From an optimization exercise on the open Yosys and OpenROAD flow, aimed at small area; shortcuts taken in it are not production practice.
Only simulation tests tie the RTL to the original design; equivalence was not proved.
The flow treats the clock pin as an ideal source. Dropping or thinning the clock tree relies on that and would not hold on a real chip.
Power and IR drop assume default switching activity.

north:
==> flow/design.v (excerpt) <==
module top (
    input  wire       clk,
    input  wire       reset,
    input  wire       pause,
    input  wire       adjust,
    input  wire       select,
    output reg  [6:0] seg,
    output reg  [3:0] anode
);
    reg [2:0] MinL, SecL;
    reg [3:0] MinR, SecR;
    wire [1:0] digit;
    wire       blink, en_set, c9;
    enable_gen clkenbl (
        .clk_100mhz (clk),
        .reset      (reset),
        .digit      (digit),
        .blink      (blink),
        .en_set     (en_set),
        .c9         (c9)
    );
    wire go    = ~pause & en_set;
    wire secr9 = SecR[3] & SecR[0];
    wire secl5 = SecL[2] & SecL[0];
    wire e_sr = go & (adjust ? select : c9);
    wire e_sl = e_sr & secr9;
    wire e_mr = go & (adjust ? ~select : c9 & secr9 & secl5);
    wire e_ml = e_mr & MinR[3] & MinR[0];
    always @(posedge clk or posedge reset) begin
        if (reset) begin
            SecR <= 4'd0;
            SecL <= 3'd0;
            MinR <= 4'd0;
            MinL <= 3'd0;
        end else begin
            SecR[0] <= SecR[0] ^ e_sr;
            SecR[1] <= SecR[1] ^ (e_sr & SecR[0] & ~SecR[3]);
            SecR[2] <= SecR[2] ^ (e_sr & SecR[0] & SecR[1]);
            SecR[3] <= SecR[3] ^ (e_sr & SecR[0] & (SecR[3] | SecR[1] & SecR[2]));
            SecL[0] <= SecL[0] ^ e_sl;
            SecL[1] <= SecL[1] ^ (e_sl & SecL[0] & ~SecL[2]);
  ...
For scale: roughly 140 cells after synthesis, roughly 30 flip-flops.
clock: 10.0 ns
lec_check: 0
cap_margin: 20
core_margin: 2
core_utilization: 40
slew_margin: 20
run.sh (not shown) runs the stock make flow with config.mk's settings and CLKGATE_MAP_FILE= SYNTH_SCRIPT=/design/flow/synth_recipe.tcl, a recipe that flattens the netlist after the stock synthesis.
north ran to completion and came out clean on the timing, design-rule and antenna checks.
Changes in south relative to north:
==> flow/flow/run.sh (new file) <==
#!/bin/bash
# Standard ORFS layout with three changes:
#  - after the standard synthesis, the combinational cells are mapped again
#    with an area-only ABC script (registers, their names and cells untouched);
#  - the smallest buffer on each port;
#  - a lean clock tree.
set -euo pipefail
export BUFFER_PORTS_ARGS="-buffer_cell sky130_fd_sc_hd__buf_1"
export CTS_ARGS="-sink_clustering_enable -repair_clock_nets -root_buf sky130_fd_sc_hd__clkbuf_4 -buf_list sky130_fd_sc_hd__clkbuf_4 -sink_clustering_size 30 -dont_use_dummy_load"

R=orfs/results/sky130hd/top/base
LIB=$FLOW_HOME/platforms/sky130hd/lib/sky130_fd_sc_hd__tt_025C_1v80.lib
YOSYS=$FLOW_HOME/../tools/install/yosys/bin/yosys
[[ -x $YOSYS ]] || YOSYS=yosys

bash standard.sh synth > synth.log 2>&1

cp $R/1_2_yosys.v std_synth.v
DU=$(sed -n 's/^export DONT_USE_CELLS.*//; /^ *sky130/p' $FLOW_HOME/platforms/sky130hd/config.mk | tr -d '\\' | xargs -n1 | sed 's/^/-dont_use /' | xargs)
cat > remap.ys <<EOY
read_liberty -ignore_miss_func $LIB
read_verilog std_synth.v
hierarchy -top top
setattr -mod -set blackbox 1 sky130_fd_sc_hd__df*
flatten
rename -hide w:*.*
opt_clean -purge
abc -liberty $LIB $DU -script $PWD/flow/area.abc
opt_clean -purge
hilomap -singleton -hicell sky130_fd_sc_hd__conb_1 HI -locell sky130_fd_sc_hd__conb_1 LO
insbuf -buf sky130_fd_sc_hd__buf_4 A X
opt_clean -purge
tee -o remap_stat.txt stat -liberty $LIB
write_verilog -noexpr -noattr -nohex -nodec remap.v
EOY
$YOSYS -s remap.ys > remap.log 2>&1
cp remap.v $R/1_2_yosys.v
rm -f $R/1_synth.odb $R/1_synth.sdc

bash standard.sh > standard.log 2>&1
==> flow/flow/area.abc (new file) <==
strash
dch -f
amap
==> flow/standard.sh (new file) <==
#!/bin/bash
# synth_recipe.tcl (not shown) runs the flow's synth.tcl, then flattens the netlist and writes it again
# the make line also repeats each setting of config.mk as NAME=value (left out here)
make -C /OpenROAD-flow-scripts/flow DESIGN_CONFIG=/design/flow/config.mk WORK_HOME=/design/flow/orfs CLKGATE_MAP_FILE= SYNTH_SCRIPT=/design/flow/synth_recipe.tcl "${@:-finish}"
removed: flow/run.sh
==> notes.md <==
Of south and north, the higher fraction of area in clock buffers and inverters belongs to north.
From north to south the numbers moved as follows: synthesized cell count went up about 23%, ratio of final minimum period to clock period now sits lower.
The run showing the greater worst-case setup slack after placement is south.
Per the comparison of south with north, power share of the sequential group went up, met2 wire length went up, synthesized area went down, power consumption went down.
south vs north, biggest area consumer among cell classes: sequential cells vs multi-input gates
Inputs modified between south and east:
==> flow/flow/run.sh <==
#!/bin/bash
# Standard ORFS layout, with the smallest port buffers and a lean clock tree.
set -euo pipefail
export BUFFER_PORTS_ARGS="-buffer_cell sky130_fd_sc_hd__buf_1"
export CTS_ARGS="-sink_clustering_enable -repair_clock_nets -root_buf sky130_fd_sc_hd__clkbuf_4 -buf_list sky130_fd_sc_hd__clkbuf_4 -sink_clustering_size 30 -dont_use_dummy_load"
bash standard.sh > standard.log 2>&1
removed: flow/flow/area.abc
Findings:
- Lower count of fill cells added during filler insertion among south and east: east
- Compare south and east | internal power of the cells higher: east
- On east: non-clock buffer count is 1 higher than what south gave.
- Delta (east minus south): cell area now larger; number of global-route vias before repair now smaller.

========
Another version of the RTL of top (not shown whole).
Size in the first run: roughly 140 cells after synthesis, about 1300 µm² of cells after synthesis.
// top
module top (
    input  wire       clk,
    input  wire       reset,
    input  wire       pause,
    input  wire       adjust,
    input  wire       select,
    output reg  [6:0] seg,
    output reg  [3:0] anode
);
==> flow/config.mk <==
export PLATFORM = sky130hd
export DESIGN_NAME = top
export DESIGN_NICKNAME = top
export VERILOG_FILES = /design/flow/design.v
export SDC_FILE = /design/flow/constraint.sdc
export NUM_CORES = 4
export LEC_CHECK = 0
export CAP_MARGIN = 20
export CORE_MARGIN = 2
export CORE_UTILIZATION = 70
export PLACE_DENSITY = 0.8
export SLEW_MARGIN = 20
==> flow/constraint.sdc <==
create_clock -name core_clock -period 10.0 [get_ports {clk}]
set_input_delay 2.0000 -clock core_clock [delete_from_list [all_inputs] [get_ports {clk}]]
set_output_delay 2.0000 -clock core_clock [all_outputs]
set_load 0.01 [all_outputs]
standard.sh (not shown) runs the stock make flow with config.mk's settings and CLKGATE_MAP_FILE= SYNTH_SCRIPT=/design/flow/synth_recipe.tcl, a recipe that flattens the netlist after the stock synthesis.
==> flow/flow/run.sh <==
#!/bin/bash
# Standard ORFS layout with three changes:
#  - after the standard synthesis, the combinational cells are mapped again
#    with an area-only ABC script (registers, their names and cells untouched);
#  - the smallest buffer on each port;
#  - the clock tree rebuilt as NBUF buffers fed by the clock port, each
#    driving one cluster of registers (flow/kbuf.tcl).
set -euo pipefail
export BUFFER_PORTS_ARGS="-buffer_cell sky130_fd_sc_hd__buf_1"
export CTS_ARGS="-sink_clustering_enable -repair_clock_nets -root_buf sky130_fd_sc_hd__clkbuf_4 -buf_list sky130_fd_sc_hd__clkbuf_4 -sink_clustering_size 30 -dont_use_dummy_load"

R=orfs/results/sky130hd/top/base
LIB=$FLOW_HOME/platforms/sky130hd/lib/sky130_fd_sc_hd__tt_025C_1v80.lib
YOSYS=$FLOW_HOME/../tools/install/yosys/bin/yosys
[[ -x $YOSYS ]] || YOSYS=yosys

bash standard.sh synth > synth.log 2>&1

cp $R/1_2_yosys.v std_synth.v
DU=$(sed -n 's/^export DONT_USE_CELLS.*//; /^ *sky130/p' $FLOW_HOME/platforms/sky130hd/config.mk | tr -d '\\' | xargs -n1 | sed 's/^/-dont_use /' | xargs)
cat > remap.ys <<EOY
read_liberty -ignore_miss_func $LIB
read_verilog std_synth.v
hierarchy -top top
setattr -mod -set blackbox 1 sky130_fd_sc_hd__df*
flatten
rename -hide w:*.*
opt_clean -purge
abc -liberty $LIB $DU -script $PWD/flow/area.abc
opt_clean -purge
hilomap -singleton -hicell sky130_fd_sc_hd__conb_1 HI -locell sky130_fd_sc_hd__conb_1 LO
insbuf -buf sky130_fd_sc_hd__buf_4 A X
opt_clean -purge
tee -o remap_stat.txt stat -liberty $LIB
write_verilog -noexpr -noattr -nohex -nodec remap.v
EOY
$YOSYS -s remap.ys > remap.log 2>&1
cp remap.v $R/1_2_yosys.v
rm -f $R/1_synth.odb $R/1_synth.sdc

bash standard.sh $PWD/$R/4_1_cts.odb > standard_to_cts.log 2>&1
# Try the clock buffer options from the smallest area up, and keep the first
# whose worst register clock slew (placement estimate) is at most 112 ps; if
# none qualifies, keep the standard clock tree.
for opt in "1 buf_8" "2 buf_4" "1 buf_12" "2 buf_6" "1 clkbuf_16" "2 clkbuf_8"; do
  set -- $opt
  rm -f kbuf.odb
  if PLATFORM_DIR=$FLOW_HOME/platforms/sky130hd IN_ODB=$R/4_1_cts.odb IN_SDC=$R/4_cts.sdc \
      OUT_ODB=$PWD/kbuf.odb NBUF=$1 BUF_CELL=sky130_fd_sc_hd__$2 MAX_SLEW=0.112 \
      openroad -no_init -exit flow/kbuf.tcl > kbuf_$1_$2.log 2>&1 && [[ -f kbuf.odb ]]; then
    cp kbuf.odb $R/4_1_cts.odb
    break
  fi
done

bash standard.sh > standard.log 2>&1
==> flow/flow/area.abc <==
strash
&get -n
&st
&syn2
&put
dch -f
amap
mfs3 -a
==> flow/flow/kbuf.tcl <==
# Rebuild the clock net as K buffers of one cell type, each fed by the clock
# port and driving one cluster of the registers (clustered by location).
set P $::env(PLATFORM_DIR)
read_lef $P/lef/sky130_fd_sc_hd.tlef
read_lef $P/lef/sky130_fd_sc_hd_merged.lef
read_liberty $P/lib/sky130_fd_sc_hd__tt_025C_1v80.lib
read_db $::env(IN_ODB)
read_sdc $::env(IN_SDC)
source $P/setRC.tcl
set block [ord::get_db_block]
set db [ord::get_db]
set K $::env(NBUF)
set master [$db findMaster $::env(BUF_CELL)]
set clk [$block findNet clk]

# collect the clock buffers (driven from clk, transitively) and the sinks
set bufs {}
set sinks {}
set todo [list $clk]
while {[llength $todo]} {
  set net [lindex $todo 0]; set todo [lrange $todo 1 end]
  foreach it [$net getITerms] {
    if {[$it isOutputSignal]} continue
    set inst [$it getInst]
    set mn [[$inst getMaster] getName]
    if {[string match "*clkbuf*" $mn] || [string match "*clkinv*" $mn]} {
      lappend bufs $inst
      lappend todo [[$inst findITerm X] getNet]
    } else {
      lappend sinks $it
    }
  }
}
puts "found [llength $bufs] clock buffers, [llength $sinks] sinks"
foreach b $bufs {
  set onet [[$b findITerm X] getNet]
  foreach it [$onet getITerms] { if {[$it getInst] ne $b} { $it disconnect } }
  [$b findITerm A] disconnect
  [$b findITerm X] disconnect
  odb::dbInst_destroy $b
  odb::dbNet_destroy $onet
}
# k-means on sink locations
set pts {}
foreach it $sinks { set l [[$it getInst] getLocation]; lappend pts [list [lindex $l 0] [lindex $l 1]] }
set n [llength $pts]
set sorted [lsort -integer -index 0 $pts]
set cents {}
for {set k 0} {$k < $K} {incr k} { lappend cents [lindex $sorted [expr {int(($k + 0.5) * $n / $K)}]] }
for {set iter 0} {$iter < 50} {incr iter} {
  set asg {}
  foreach p $pts {
    set best 0; set bd 1e30
    for {set k 0} {$k < $K} {incr k} {
      set c [lindex $cents $k]
      set d [expr {abs([lindex $p 0]-[lindex $c 0]) + abs([lindex $p 1]-[lindex $c 1])}]
      if {$d < $bd} { set bd $d; set best $k }
    }
    lappend asg $best
  }
  set new {}
  for {set k 0} {$k < $K} {incr k} {
    set sx 0; set sy 0; set m 0
    foreach p $pts a $asg { if {$a == $k} { set sx [expr {$sx + [lindex $p 0]}]; set sy [expr {$sy + [lindex $p 1]}]; incr m } }
    if {$m} { lappend new [list [expr {$sx / $m}] [expr {$sy / $m}]] } else { lappend new [lindex $cents $k] }
  }
  set cents $new
}
for {set k 0} {$k < $K} {incr k} {
  set net [odb::dbNet_create $block "clknet_$k"]
  $net setSigType CLOCK
  set b [odb::dbInst_create $block $master "clkbuf_$k"]
  [$b findITerm A] connect $clk
  [$b findITerm X] connect $net
  set c [lindex $cents $k]
  $b setLocation [expr {int([lindex $c 0])}] [expr {int([lindex $c 1])}]
  $b setPlacementStatus PLACED
  foreach it $sinks a $asg { if {$a == $k} { $it connect $net } }
}
foreach it $sinks { if {[$it getNet] eq "NULL"} { error "unconnected sink" } }
detailed_placement
check_placement
set_propagated_clock [all_clocks]
estimate_parasitics -placement
set m 0
foreach pin [get_pins -hierarchical */CLK] { set s [get_property $pin slew_max]; if {$s > $m} {set m $s} }
puts "MAXCLKSLEW $m"
if {$m > $::env(MAX_SLEW)} { puts "KBUF_REJECT"; exit 1 }
puts "KBUF_OK"
report_clock_skew
report_check_types -max_slew -max_capacitance -violators
write_db $::env(OUT_ODB)
The baseline ran to the end with no violations.
Rerun with:
--- a/flow/flow/run.sh
+++ b/flow/flow/run.sh
@@ -41,15 +41,6 @@
 bash standard.sh $PWD/$R/4_1_cts.odb > standard_to_cts.log 2>&1
-# Try the clock buffer options from the smallest area up, and keep the first
-# whose worst register clock slew (placement estimate) is at most 112 ps; if
-# none qualifies, keep the standard clock tree.
-for opt in "1 buf_8" "2 buf_4" "1 buf_12" "2 buf_6" "1 clkbuf_16" "2 clkbuf_8"; do
-  set -- $opt
-  rm -f kbuf.odb
-  if PLATFORM_DIR=$FLOW_HOME/platforms/sky130hd IN_ODB=$R/4_1_cts.odb IN_SDC=$R/4_cts.sdc \
-      OUT_ODB=$PWD/kbuf.odb NBUF=$1 BUF_CELL=sky130_fd_sc_hd__$2 MAX_SLEW=0.112 \
-      openroad -no_init -exit flow/kbuf.tcl > kbuf_$1_$2.log 2>&1 && [[ -f kbuf.odb ]]; then
-    cp kbuf.odb $R/4_1_cts.odb
-    break
-  fi
-done
+PLATFORM_DIR=$FLOW_HOME/platforms/sky130hd IN_ODB=$R/4_1_cts.odb IN_SDC=$R/4_cts.sdc \
+  OUT_ODB=$PWD/kbuf.odb NBUF=${NBUF:-2} BUF_CELL=sky130_fd_sc_hd__${BUF:-buf_6} \
+  openroad -no_init -exit flow/kbuf.tcl > kbuf.log 2>&1
+cp kbuf.odb $R/4_1_cts.odb
 
==> flow/flow/area.abc (replaced) <==
strash
dc2
dch -f
amap
--- a/flow/flow/kbuf.tcl
+++ b/flow/flow/kbuf.tcl
@@ -87,4 +87,2 @@
 puts "MAXCLKSLEW $m"
-if {$m > $::env(MAX_SLEW)} { puts "KBUF_REJECT"; exit 1 }
-puts "KBUF_OK"
 report_clock_skew
- CORE_UTILIZATION: 70 -> 40
- PLACE_DENSITY: 0.8 -> default
Outcome: The changed run finished clean; worst hold slack is about the same; fmax goes up by roughly a tenth; setup slack gets better by 0.48 ns; global-route usage goes down by 14 points; wire length goes down by a little under a tenth; sequential power stays flat; die area goes up by well over a third.
Rerun with:
--- a/flow/flow/run.sh
+++ b/flow/flow/run.sh
@@ -41,6 +41,15 @@
 bash standard.sh $PWD/$R/4_1_cts.odb > standard_to_cts.log 2>&1
-PLATFORM_DIR=$FLOW_HOME/platforms/sky130hd IN_ODB=$R/4_1_cts.odb IN_SDC=$R/4_cts.sdc \
-  OUT_ODB=$PWD/kbuf.odb NBUF=${NBUF:-2} BUF_CELL=sky130_fd_sc_hd__${BUF:-buf_6} \
-  openroad -no_init -exit flow/kbuf.tcl > kbuf.log 2>&1
-cp kbuf.odb $R/4_1_cts.odb
+# Try the clock buffer options from the smallest area up, and keep the first
+# whose worst register clock slew (placement estimate) is at most 100 ps; if
+# none qualifies, keep the standard clock tree.
+for opt in "1 buf_8" "2 buf_4" "1 buf_12" "2 buf_6" "2 clkbuf_8"; do
+  set -- $opt
+  rm -f kbuf.odb
+  if PLATFORM_DIR=$FLOW_HOME/platforms/sky130hd IN_ODB=$R/4_1_cts.odb IN_SDC=$R/4_cts.sdc \
+      OUT_ODB=$PWD/kbuf.odb NBUF=$1 BUF_CELL=sky130_fd_sc_hd__$2 MAX_SLEW=0.100 \
+      openroad -no_init -exit flow/kbuf.tcl > kbuf_$1_$2.log 2>&1 && [[ -f kbuf.odb ]]; then
+    cp kbuf.odb $R/4_1_cts.odb
+    break
+  fi
+done
 
==> flow/flow/area.abc (replaced) <==
strash
&get -n
&st
&syn2
&put
dch -f
amap
--- a/flow/flow/kbuf.tcl
+++ b/flow/flow/kbuf.tcl
@@ -87,2 +87,4 @@
 puts "MAXCLKSLEW $m"
+if {$m > $::env(MAX_SLEW)} { puts "KBUF_REJECT"; exit 1 }
+puts "KBUF_OK"
 report_clock_skew
- CORE_UTILIZATION: 40 -> 70
- PLACE_DENSITY: default -> 0.8
What happened: The new run finished with timing, DRC and antenna clean. Wire length rose by about 2%. Design area came out lower by about 3%. Power decreases by about 0.43%. Worst setup slack got worse by 0.44 ns. Clock skew drops by 0.018 ns. Register-to-register slack improved by 0.22 ns.
In every run of this note, the design's own scripts or RTL, not TritonCTS, make the clock network.

## what the ideal ports hide
The results above use ideal ports. As a check the final layouts listed here were re-extracted and re-timed, cells and wires unchanged. Step 1: set_driving_cell puts a clkbuf_16 on clk and a buf_2 on each other input, an assumption about the parent block. Step 2 moves the port delays by t, midway between the first and last clock arrival at a register: inputs arrive t later, outputs are due t later. That takes back most of the time a late clock gives input paths. a / b / c = ideal ports / drivers / drivers and shift; a / b = the first two.
run | t (ns) | slack for setup (ns) | hold WS [ns] | cell pins on the clock port's net
north | 0.299 | 4.341 / 4.320 / 4.320 | 0.484 / 0.484 / 0.484 | 1
south | 0.341 | 5.139 / 5.116 / 5.116 | 0.486 / 0.486 / 0.486 | 1
east | 0.330 | 5.084 / 5.063 / 5.063 | 0.474 / 0.474 / 0.474 | 1
the first run of note 2 | 0.157 | 4.546 / 4.521 / 4.521 | 0.373 / 0.373 / 0.373 | 2
the second run of note 2 | 0.161 | 5.023 / 5.003 / 5.003 | 0.374 / 0.374 / 0.374 | 2
the third run of note 2 | 0.178 | 4.579 / 4.553 / 4.553 | 0.372 / 0.372 / 0.372 | 2
After both steps every run listed still meets setup and hold. For the third run of note 2, which loses most, drivers alone change the setup slack by -0.026 ns; drivers and shift together by -0.026 ns.
